Context: an optimization exercise on an open-source flow, tuned for small area and a short achievable clock period. The choices shown serve that exercise and are no tape-out recipe.
Only simulation tests tie the RTL to the original design; equivalence was not proved.
Power figures rest on the tool's default switching activity, not on a simulated workload.

## scheduler
module scheduler #(
    parameter PKT_W = 3*$clog2(NUM_PREGS) + 32 + 1 + 32    
)(
    input logic clk,
    input logic rst,
    output logic [RS_ENTRIES-1:0] local_ready_mask,
    input logic [(RS_ENTRIES * NUM_FUS)-1:0] global_ready_mask,
    input logic [PKT_W-1:0] disp_pkt,
    input logic disp_valid,
    input logic [(RS_ENTRIES * NUM_FUS)-1:0] dependency_mask,
    output logic [$clog2(RS_ENTRIES)-1:0] rs_entry_idx,
    output logic rs_full,
    input logic [($clog2(RS_ENTRIES))-1:0] retire_rs_entry,
    input logic retire_rs_valid,
    output logic [PKT_W-1:0] sched_pkt,
    output logic fire_valid,
    output logic [($clog2(RS_ENTRIES))-1:0] fire_entry
);
export LEC_CHECK = 0
export CAP_MARGIN = 20
export CORE_MARGIN = 2
export CORE_UTILIZATION = 60
export CTS_BUF_LIST = sky130_fd_sc_hd__clkbuf_16
export CTS_CLUSTER_DIAMETER = 60
export CTS_CLUSTER_SIZE = 24
export PLACE_DENSITY = 0.68
export SLEW_MARGIN = 20
export SYNTH_HIERARCHICAL = 1
export SYNTH_MINIMUM_KEEP_SIZE = 0
create_clock -name core_clock -period 11.0 [get_ports {clk}]
standard.sh (not shown) runs the stock make flow with config.mk's settings and CLKGATE_MAP_FILE= SYNTH_SCRIPT=/design/flow/synth_recipe.tcl, a recipe that flattens the netlist after the stock synthesis.
==> flow/flow/run.sh <==
#!/bin/bash
# Standard layout, with three changes to how it is made:
#  - port buffers are plain buf_2 cells (buffer_ports otherwise picks a slow
#    delay buffer, since nothing is critical at the design's period);
#  - timing repair aims for a setup margin well above zero, so the resizer
#    works on the paths that set the achieved period;
#  - the retire pins and the local_ready_mask pins are placed together.
# Each step's full output is in orfs/logs/; make's own output is in
# flow_make.log here.
set -euo pipefail
export BUFFER_PORTS_ARGS="-buffer_cell sky130_fd_sc_hd__buf_2"
export SETUP_SLACK_MARGIN=6.0
export PRE_IO_PLACEMENT_TCL="$(pwd)/flow/io.tcl"
bash standard.sh > flow_make.log 2>&1
==> flow/flow/io.tcl <==
# Keep the retire inputs and the local_ready_mask outputs they drive
# (a purely combinational path) next to each other on one edge.
set lrm_lo {}
set lrm_hi {}
for {set i 0} {$i < 8} {incr i} { lappend lrm_lo "local_ready_mask\[$i\]" }
for {set i 8} {$i < 16} {incr i} { lappend lrm_hi "local_ready_mask\[$i\]" }
set ret {retire_rs_valid retire_rs_entry[0] retire_rs_entry[1] retire_rs_entry[2] retire_rs_entry[3]}
set names [concat $lrm_lo $ret $lrm_hi]
set pins {}
foreach n $names { lappend pins [get_ports $n] }
set_io_pin_constraint -group -order -pin_names $pins -region top:*
The first run finished clean.
Change:
CORE_UTILIZATION = 70   (was 60)
PLACE_DENSITY = 0.76   (was 0.68)
=> The changed run produced a clean layout. Setup slack loses 57 ps. First-iteration DRC count grows by 13%. Power grows by 0.85%. Routed wire length shrinks by about 2.6%. Final cell count shrinks by about 3.7%.

* * *

Another version of the RTL of scheduler (not shown whole).
For scale: about 5000 cells after synthesis, roughly 2400 flip-flops, ~330 I/O pins, ~0.082 sq mm of cells after synthesis.
==> flow/design.v (excerpt) <==
module scheduler #(
    parameter PKT_W = 3*$clog2(NUM_PREGS) + 32 + 1 + 32    
)(
    input logic clk,
    input logic rst,
    output logic [RS_ENTRIES-1:0] local_ready_mask,
    input logic [(RS_ENTRIES * NUM_FUS)-1:0] global_ready_mask,
    input logic [PKT_W-1:0] disp_pkt,
    input logic disp_valid,
    input logic [(RS_ENTRIES * NUM_FUS)-1:0] dependency_mask,
    output logic [$clog2(RS_ENTRIES)-1:0] rs_entry_idx,
    output logic rs_full,
    input logic [($clog2(RS_ENTRIES))-1:0] retire_rs_entry,
    input logic retire_rs_valid,
    output logic [PKT_W-1:0] sched_pkt,
    output logic fire_valid,
    output logic [($clog2(RS_ENTRIES))-1:0] fire_entry
);
clock: 11.0 ns
lec_check: 0
cap_margin: 20
core_margin: 2
core_utilization: 62
cts_buf_list: sky130_fd_sc_hd__clkbuf_16
cts_cluster_diameter: 60
cts_cluster_size: 27
place_density: 0.7
slew_margin: 20
synth_hierarchical: 1
synth_minimum_keep_size: 0
==> flow/flow/run.sh <==
#!/bin/bash
# Standard layout, with three changes to how it is made:
#  - port buffers are plain buf_1 cells (buffer_ports otherwise picks a slow
#    delay buffer, since nothing is critical at the design's period);
#  - timing repair aims for a setup margin well above zero, so the resizer
#    works on the paths that set the achieved period;
#  - the retire pins and the local_ready_mask pins are placed together.
# Each step's full output is in orfs/logs/; make's own output is in
# flow_make.log here.
set -euo pipefail
export BUFFER_PORTS_ARGS="-buffer_cell sky130_fd_sc_hd__buf_1"
export SETUP_SLACK_MARGIN=6.15
export PRE_IO_PLACEMENT_TCL="$(pwd)/flow/io.tcl"
bash standard.sh > flow_make.log 2>&1
Scripts as last shown in full above: flow/flow/io.tcl
The first run completed with no timing, DRC or antenna violations.
Edit:
--- a/flow/flow/run.sh
+++ b/flow/flow/run.sh
@@ -11,3 +11,3 @@
 export BUFFER_PORTS_ARGS="-buffer_cell sky130_fd_sc_hd__buf_1"
-export SETUP_SLACK_MARGIN=6.15
+export SETUP_SLACK_MARGIN=6.0
 export PRE_IO_PLACEMENT_TCL="$(pwd)/flow/io.tcl"
CTS_CLUSTER_DIAMETER = 100   (was 60)
CTS_CLUSTER_SIZE = 26   (was 27)
After rerunning:
- The new run produced a clean layout
- cell area went down by 2.8%
- first-iteration DRC count went down by 3.9%
- wire length went down by 2.6%
Edit:
--- a/flow/flow/run.sh
+++ b/flow/flow/run.sh
@@ -2,3 +2,3 @@
 # Standard layout, with three changes to how it is made:
-#  - port buffers are plain buf_1 cells (buffer_ports otherwise picks a slow
+#  - port buffers are plain buf_2 cells (buffer_ports otherwise picks a slow
 #    delay buffer, since nothing is critical at the design's period);
@@ -10,4 +10,4 @@
 set -euo pipefail
-export BUFFER_PORTS_ARGS="-buffer_cell sky130_fd_sc_hd__buf_1"
-export SETUP_SLACK_MARGIN=6.0
+export BUFFER_PORTS_ARGS="-buffer_cell sky130_fd_sc_hd__buf_2"
+export SETUP_SLACK_MARGIN=6.3
 export PRE_IO_PLACEMENT_TCL="$(pwd)/flow/io.tcl"
CORE_UTILIZATION = 60   (was 62)
CTS_CLUSTER_DIAMETER = 60   (was 100)
CTS_CLUSTER_SIZE = 24   (was 26)
PLACE_DENSITY = 0.68   (was 0.7)
- The new run passed the timing, DRC and antenna checks
- power went up by 11%
- synthesized area does not change
- fmax went up by 2.5%
- sequential power barely changes
- routed wire length went up by 8.1%
- core utilization went up by 1.4 points
- combinational power went up by 8.4%
- via count went up by 2.6%
- cell count went up by 2.9%
- hold slack improves by 0.013 ns
- worst setup slack improves by 0.12 ns

* * *

Another version of the RTL of scheduler (not shown whole).
Size: ~5000 cells after synthesis, ~2400 flip-flops, ~330 I/O pins, roughly 0.082 mm² of cells after synthesis.
## scheduler
module scheduler #(
    parameter PKT_W = 3*$clog2(NUM_PREGS) + 32 + 1 + 32    
)(
    input logic clk,
    input logic rst,
    output logic [RS_ENTRIES-1:0] local_ready_mask,
    input logic [(RS_ENTRIES * NUM_FUS)-1:0] global_ready_mask,
    input logic [PKT_W-1:0] disp_pkt,
    input logic disp_valid,
    input logic [(RS_ENTRIES * NUM_FUS)-1:0] dependency_mask,
    output logic [$clog2(RS_ENTRIES)-1:0] rs_entry_idx,
    output logic rs_full,
    input logic [($clog2(RS_ENTRIES))-1:0] retire_rs_entry,
    input logic retire_rs_valid,
    output logic [PKT_W-1:0] sched_pkt,
    output logic fire_valid,
    output logic [($clog2(RS_ENTRIES))-1:0] fire_entry
);
localparam int N = RS_ENTRIES;
localparam int M = RS_ENTRIES * NUM_FUS;
localparam int IW = $clog2(RS_ENTRIES);
logic [N-1:0]     valid_q;
logic [N-1:0]     granted_q;
logic [M-1:0]     dep_q [N];
logic [PKT_W-1:0] payload_q [N];
logic [N-1:0]     free_oh_q;
logic [N-1:0]     gnt_oh_q;
logic             fire_valid_q;
logic             full_q;
logic [IW-1:0]    free_idx_q;
logic [N-1:0] retire_oh;
onehot_dec u_lrm_dec (.v(retire_rs_valid), .idx(retire_rs_entry), .y(local_ready_mask));
onehot_dec u_ret_dec (.v(retire_rs_valid), .idx(retire_rs_entry), .y(retire_oh));
logic [M-1:0]  keep_col;      
logic [M-1:0]  new_col;       
logic [N-1:0]  disp_row;
logic [M-1:0]  dep_d [N];
logic [N-1:0]  valid_d, granted_d, req_d, gnt_oh_d, free_oh_d;
logic [IW-1:0] free_idx_d;
assign keep_col = ~(global_ready_mask | {M{rst}});
assign new_col  = dependency_mask & keep_col & {M{disp_valid}};
assign disp_row = {N{disp_valid}} & free_oh_q;
logic [N-1:0] dep_zero;
for (genvar i = 0; i < N; i++) begin : g_row
    dep_row #(.M(M)) u_row (
        .d(dep_q[i]), .keep(keep_col), .newc(new_col), .wr(free_oh_q[i]),
        .nxt(dep_d[i]), .zero(dep_zero[i])
    );
end
always_comb begin
    for (int i = 0; i < N; i++) begin
  ...
clock: 11.0 ns
lec_check: 0
cap_margin: 20
core_margin: 2
core_utilization: 55
cts_buf_list: sky130_fd_sc_hd__clkbuf_16
cts_cluster_diameter: 50
cts_cluster_size: 18
place_density: 0.65
slew_margin: 20
synth_hierarchical: 1
synth_minimum_keep_size: 0
==> flow/flow/run.sh <==
#!/bin/bash
# Standard layout, with two changes to how it is made:
#  - port buffers are plain buf_2 cells (buffer_ports otherwise picks a slow
#    delay buffer, since nothing is critical at the design's period);
#  - timing repair aims for a setup margin well above zero, so the resizer
#    works on the paths that set the achieved period.
# Each step's full output is in orfs/logs/; make's own output is in
# flow_make.log here.
set -euo pipefail
export BUFFER_PORTS_ARGS="-buffer_cell sky130_fd_sc_hd__buf_2"
export SETUP_SLACK_MARGIN=6.0
bash standard.sh > flow_make.log 2>&1
Then changed:
- CORE_UTILIZATION: 55 -> 65
- CTS_BUF_LIST: sky130_fd_sc_hd__clkbuf_16 -> not set
- CTS_CLUSTER_DIAMETER: 50 -> not set
- CTS_CLUSTER_SIZE: 18 -> not set
- PLACE_DENSITY: 0.65 -> 0.72
What happened: The changed run passed the timing, DRC and antenna checks; final cell count is lower by 1.9%; setup slack improved by 0.27 ns; routed wire length climbs by 0.39%; clock power climbs by 15%; clock-buffer cell count came out higher by 117; via count came out higher by 2.8%; critical path depth is unchanged; fmax rises by 5.1%; final area increases by 1.4%.

* * *

Setup of alpha:
The RTL this note starts from:
==> flow/design.v <==
package CORE_PKG;
parameter NUM_PREGS = 64;
parameter NUM_AREGS = 32;
parameter RS_ENTRIES = 16;
parameter NUM_FUS = 4;
typedef struct packed {
    logic [$clog2(NUM_PREGS)-1:0] dst_preg;
    logic [$clog2(NUM_PREGS)-1:0] src1_preg;
    logic [$clog2(NUM_PREGS)-1:0] src2_preg;
    logic [31:0] imm_val;
    logic instr_valid;
    logic [31:0] pc;
} disp_packet_t;
endpackage
import CORE_PKG::*;
module g_inv  (input logic a, output logic y); assign y = ~a; endmodule
module g_nand2 (input logic a, b, output logic y); assign y = ~(a & b); endmodule
module g_nand3 (input logic a, b, c, output logic y); assign y = ~(a & b & c); endmodule
module g_nor2 (input logic a, b, output logic y); assign y = ~(a | b); endmodule
module onehot_dec (
    input  logic        v,
    input  logic [3:0]  idx,
    output logic [15:0] y
);
logic [3:0] idx_n, lo_n, hi_n;
for (genvar j = 0; j < 4; j++) begin : g_in
    g_inv u_inv (.a(idx[j]), .y(idx_n[j]));
end
for (genvar k = 0; k < 4; k++) begin : g_pre
    g_nand3 u_lo (.a(v),
                  .b(k[1] ? idx[1] : idx_n[1]),
                  .c(k[0] ? idx[0] : idx_n[0]),
                  .y(lo_n[k]));
    g_nand2 u_hi (.a(k[1] ? idx[3] : idx_n[3]),
                  .b(k[0] ? idx[2] : idx_n[2]),
                  .y(hi_n[k]));
end
for (genvar i = 0; i < 16; i++) begin : g_out
    g_nor2 u_y (.a(lo_n[i%4]), .b(hi_n[i/4]), .y(y[i]));
end
endmodule
import CORE_PKG::*;
module aoi222 (
    input  logic [2:0] a,
    input  logic [2:0] b,
    output logic       y
);
assign y = ~|(a & b);
endmodule
module nand6 (
    input  logic [5:0] a,
    output logic       y
);
assign y = ~&a;
endmodule
module pkt_bit_mux #(
    parameter int N = RS_ENTRIES
)(
    input  logic [N-1:0] sel,
    input  logic [N-1:0] data,
    output logic         y
);
logic [5:0] t;
for (genvar k = 0; k < 5; k++) begin : g_aoi
    aoi222 u_aoi (.a(sel[3*k +: 3]), .b(data[3*k +: 3]), .y(t[k]));
end
assign t[5] = ~(sel[15] & data[15]);
nand6 u_or (.a(t), .y(y));
endmodule
import CORE_PKG::*;
module dep_row #(
    parameter int M = RS_ENTRIES * NUM_FUS
)(
    input  logic [M-1:0] d,
    input  logic [M-1:0] keep,
    input  logic [M-1:0] newc,
    input  logic         wr,
    output logic [M-1:0] nxt,
    output logic         zero
);
assign nxt  = (d & keep) | (newc & {M{wr}});
assign zero = ~(|nxt);
endmodule
module dep_col (
    input  logic dm,
    input  logic ready,
    input  logic rst_q,
    input  logic dv,
    output logic keep,
    output logic newc
);
assign keep = ~(ready | rst_q);
assign newc = dm & dv & ~ready;
endmodule
import CORE_PKG::*;
module scheduler #(
    parameter PKT_W = 3*$clog2(NUM_PREGS) + 32 + 1 + 32    
)(
    input logic clk,
    input logic rst,
    output logic [RS_ENTRIES-1:0] local_ready_mask,
    input logic [(RS_ENTRIES * NUM_FUS)-1:0] global_ready_mask,
    input logic [PKT_W-1:0] disp_pkt,
    input logic disp_valid,
    input logic [(RS_ENTRIES * NUM_FUS)-1:0] dependency_mask,
    output logic [$clog2(RS_ENTRIES)-1:0] rs_entry_idx,
    output logic rs_full,
    input logic [($clog2(RS_ENTRIES))-1:0] retire_rs_entry,
    input logic retire_rs_valid,
    output logic [PKT_W-1:0] sched_pkt,
    output logic fire_valid,
    output logic [($clog2(RS_ENTRIES))-1:0] fire_entry
);
localparam int N = RS_ENTRIES;
localparam int M = RS_ENTRIES * NUM_FUS;
localparam int IW = $clog2(RS_ENTRIES);
logic [N-1:0]     valid_q;
logic [N-1:0]     granted_q;
logic [M-1:0]     dep_q [N];
logic [PKT_W-1:0] payload_q [N];
logic [N-1:0]     free_oh_q;
localparam int H = N / 2;
logic [N-1:0]     gnt_half_q;    
logic             none_lo_q;     
logic [N-1:0]     gnt_oh_q;      
logic             fire_valid_q;
logic             rst_q;
logic             full_q;
logic [IW-1:0]    free_idx_q;
logic [N-1:0] retire_oh;
onehot_dec u_lrm_dec (.v(retire_rs_valid), .idx(retire_rs_entry), .y(local_ready_mask));
onehot_dec u_ret_dec (.v(retire_rs_valid), .idx(retire_rs_entry), .y(retire_oh));
logic [M-1:0]  keep_col;      
logic [M-1:0]  new_col;       
logic [N-1:0]  disp_row;
logic [M-1:0]  dep_d [N];
logic [N-1:0]  valid_d, granted_d, req_d, gnt_half_d, free_oh_d;
logic [IW-1:0] free_idx_d;
for (genvar j = 0; j < M; j++) begin : g_colsig
    dep_col u_col (.dm(dependency_mask[j]), .ready(global_ready_mask[j]), .rst_q(rst_q),
                   .dv(disp_valid), .keep(keep_col[j]), .newc(new_col[j]));
end
assign disp_row = {N{disp_valid}} & free_oh_q;
logic [N-1:0] dep_zero;
for (genvar i = 0; i < N; i++) begin : g_row
    dep_row #(.M(M)) u_row (
        .d(dep_q[i]), .keep(keep_col), .newc(new_col), .wr(free_oh_q[i]),
        .nxt(dep_d[i]), .zero(dep_zero[i])
    );
end
always_comb begin
    for (int i = 0; i < N; i++) begin
        valid_d[i]   = ~rst & ~retire_oh[i] & (valid_q[i] | disp_row[i]);
        granted_d[i] = ~rst & ~retire_oh[i] & (granted_q[i] | gnt_oh_q[i]);
        req_d[i]     = valid_d[i] & ~granted_d[i] & dep_zero[i];
    end
end
always_comb begin
    logic seen_r, seen_f;
    seen_r = 1'b0;
    seen_f = 1'b0;
    free_idx_d = '0;
    for (int i = 0; i < N; i++) begin
        if (i == H) seen_r = 1'b0;
        gnt_half_d[i] = req_d[i] & ~seen_r;
        free_oh_d[i] = ~valid_d[i] & ~seen_f;
        if (free_oh_d[i]) free_idx_d = i[IW-1:0];
        seen_r = seen_r | req_d[i];
        seen_f = seen_f | ~valid_d[i];
    end
end
assign gnt_oh_q = {gnt_half_q[N-1:H] & {H{none_lo_q}}, gnt_half_q[H-1:0]};
always_ff @(posedge clk) begin
    rst_q        <= rst;
    valid_q      <= valid_d;
    granted_q    <= granted_d;
    gnt_half_q   <= gnt_half_d;
    none_lo_q    <= ~(|req_d[H-1:0]);
    fire_valid_q <= |req_d;
    free_oh_q    <= free_oh_d;
    full_q       <= &valid_d;
    free_idx_q   <= free_idx_d;
    for (int i = 0; i < N; i++) dep_q[i] <= dep_d[i];
end
always_ff @(posedge clk) begin
    for (int i = 0; i < N; i++)
        if (free_oh_q[i]) payload_q[i] <= disp_pkt;
end
for (genvar b = 0; b < PKT_W; b++) begin : g_rd
    logic [N-1:0] col;
    for (genvar i = 0; i < N; i++) begin : g_col
        assign col[i] = payload_q[i][b];
    end
    pkt_bit_mux #(.N(N)) u_mux (.sel(gnt_oh_q), .data(col), .y(sched_pkt[b]));
end
assign fire_valid   = fire_valid_q;
always_comb begin
    fire_entry = '0;
    for (int i = 0; i < N; i++)
        if (gnt_oh_q[i]) fire_entry = fire_entry | IW'(i);
end
assign rs_full      = full_q;
assign rs_entry_idx = free_idx_q;
endmodule
export LEC_CHECK = 0
export CAP_MARGIN = 20
export CORE_MARGIN = 2
export CORE_UTILIZATION = 62
export CTS_BUF_LIST = sky130_fd_sc_hd__clkbuf_16
export CTS_CLUSTER_DIAMETER = 100
export CTS_CLUSTER_SIZE = 26
export PLACE_DENSITY = 0.7
export SLEW_MARGIN = 20
export SYNTH_HIERARCHICAL = 1
export SYNTH_MINIMUM_KEEP_SIZE = 0
create_clock -name core_clock -period 11.0 [get_ports {clk}]
==> flow/flow/run.sh <==
#!/bin/bash
# Standard layout, with three changes to how it is made:
#  - port buffers are plain buf_1 cells (buffer_ports otherwise picks a slow
#    delay buffer, since nothing is critical at the design's period);
#  - timing repair aims for a setup margin well above zero, so the resizer
#    works on the paths that set the achieved period;
#  - the retire pins and the local_ready_mask pins are placed together.
# Each step's full output is in orfs/logs/; make's own output is in
# flow_make.log here.
set -euo pipefail
export BUFFER_PORTS_ARGS="-buffer_cell sky130_fd_sc_hd__buf_1"
export SETUP_SLACK_MARGIN=6.1
export PRE_IO_PLACEMENT_TCL="$(pwd)/flow/io.tcl"
bash standard.sh > flow_make.log 2>&1
Scripts as last shown in full above: flow/flow/io.tcl
alpha finished end to end and its layout was clean on timing, DRC and antenna.
Changes in beta relative to alpha:
Settings: CTS_CLUSTER_SIZE now 27, was 26; CTS_CLUSTER_DIAMETER now 60, was 100.
### Flow results
beta -> alpha: storage element area flat
[beta] final worst-path cycle share rose 0.49 points relative to alpha
Lower tightest hold margin was reported by beta, not alpha.
The remaining routing DRC violations of alpha and that of beta are within noise of each other.
Relative to alpha, number of clock buffers in the layout has gone up in beta.
beta vs alpha, final design instance area without fill went up by about 2.8%.
Measured against each other, alpha and beta differ in fraction of standard cell area that is sequential, the higher figure coming from alpha.
Looking at maximum frequency, beta sits 2.2 MHz below alpha.
Number of filler instances in the final layout: higher on alpha
beta reports a higher proportion of layout cells with a drive suffix above 1 than alpha does.
Here is what was changed in the inputs of gamma compared with beta.
Settings: CTS_CLUSTER_DIAMETER now 100, was 60; CTS_CLUSTER_SIZE now 26, was 27.
--- a/flow/flow/run.sh
+++ b/flow/flow/run.sh
@@ -10,5 +10,5 @@
 set -euo pipefail
 export BUFFER_PORTS_ARGS="-buffer_cell sky130_fd_sc_hd__buf_1"
-export SETUP_SLACK_MARGIN=6.1
+export SETUP_SLACK_MARGIN=6.15
 export PRE_IO_PLACEMENT_TCL="$(pwd)/flow/io.tcl"
 bash standard.sh > flow_make.log 2>&1
### Flow results
- [compare] base=beta new=gamma: part of the power in the clock network went down; fraction of the cycle the final worst path needs lost 0.67 points; layout overhead on the synthesized area went down 1.5 points; non-clock buffer count rose by 17; number of stages on the worst setup path saw a decrease.
- gamma: fraction of area in registers is 0.89 points higher than what beta reported.

==> port drivers added, routing unchanged <==
No port has a modelled driver above. Below, the same layouts with a new extraction and two added sets of constraints. Step 1 assumes that a clkbuf_16 drives the clock port and a buf_2 every other input. Step 2 times the ports against the registers' clock, not the clock port: input delays grow and output delays shrink by t, the midpoint of the rising clock arrivals with the driver on. Three values: no drivers, after step 1, after step 2; two values: the first two.
| run | t (ns) | setup slack, ns | worst hold slack (ns) | worst setup path after step 2 |
|---|---|---|---|---|
| the first run of note 1 | 0.882 | 6.017 / 5.930 / 5.178 | 0.479 / 0.479 / 0.479 | input to register |
| the second run of note 1 | 0.861 | 5.960 / 5.902 / 5.228 | 0.468 / 0.468 / 0.468 | input to register |
| the first run of note 2 | 0.856 | 6.014 / 5.965 / 5.216 | 0.469 / 0.469 / 0.469 | input to register |
| the second run of note 2 | 0.828 | 5.937 / 5.940 / 5.173 | 0.473 / 0.473 / 0.473 | input to register |
| the third run of note 2 | 0.881 | 6.059 / 5.997 / 5.465 | 0.486 / 0.486 / 0.486 | input to register |
| the first run of note 3 | 0.907 | 5.538 / 5.480 / 4.927 | 0.486 / 0.486 / 0.486 | input to register |
| the second run of note 3 | 0.918 | 5.805 / 5.753 / 4.917 | 0.483 / 0.483 / 0.483 | input to register |
| alpha | 0.845 | 6.045 / 5.976 / 5.336 | 0.490 / 0.490 / 0.490 | input to register |
| beta | 0.882 | 5.991 / 5.912 / 5.318 | 0.484 / 0.484 / 0.484 | input to register |
| gamma | 0.851 | 6.065 / 5.977 / 5.347 | 0.489 / 0.489 / 0.489 | input to register |
After both steps every run listed still meets setup and hold. For the second run of note 3, which loses most, drivers alone change the setup slack by -0.052 ns; drivers and shift together by -0.888 ns.
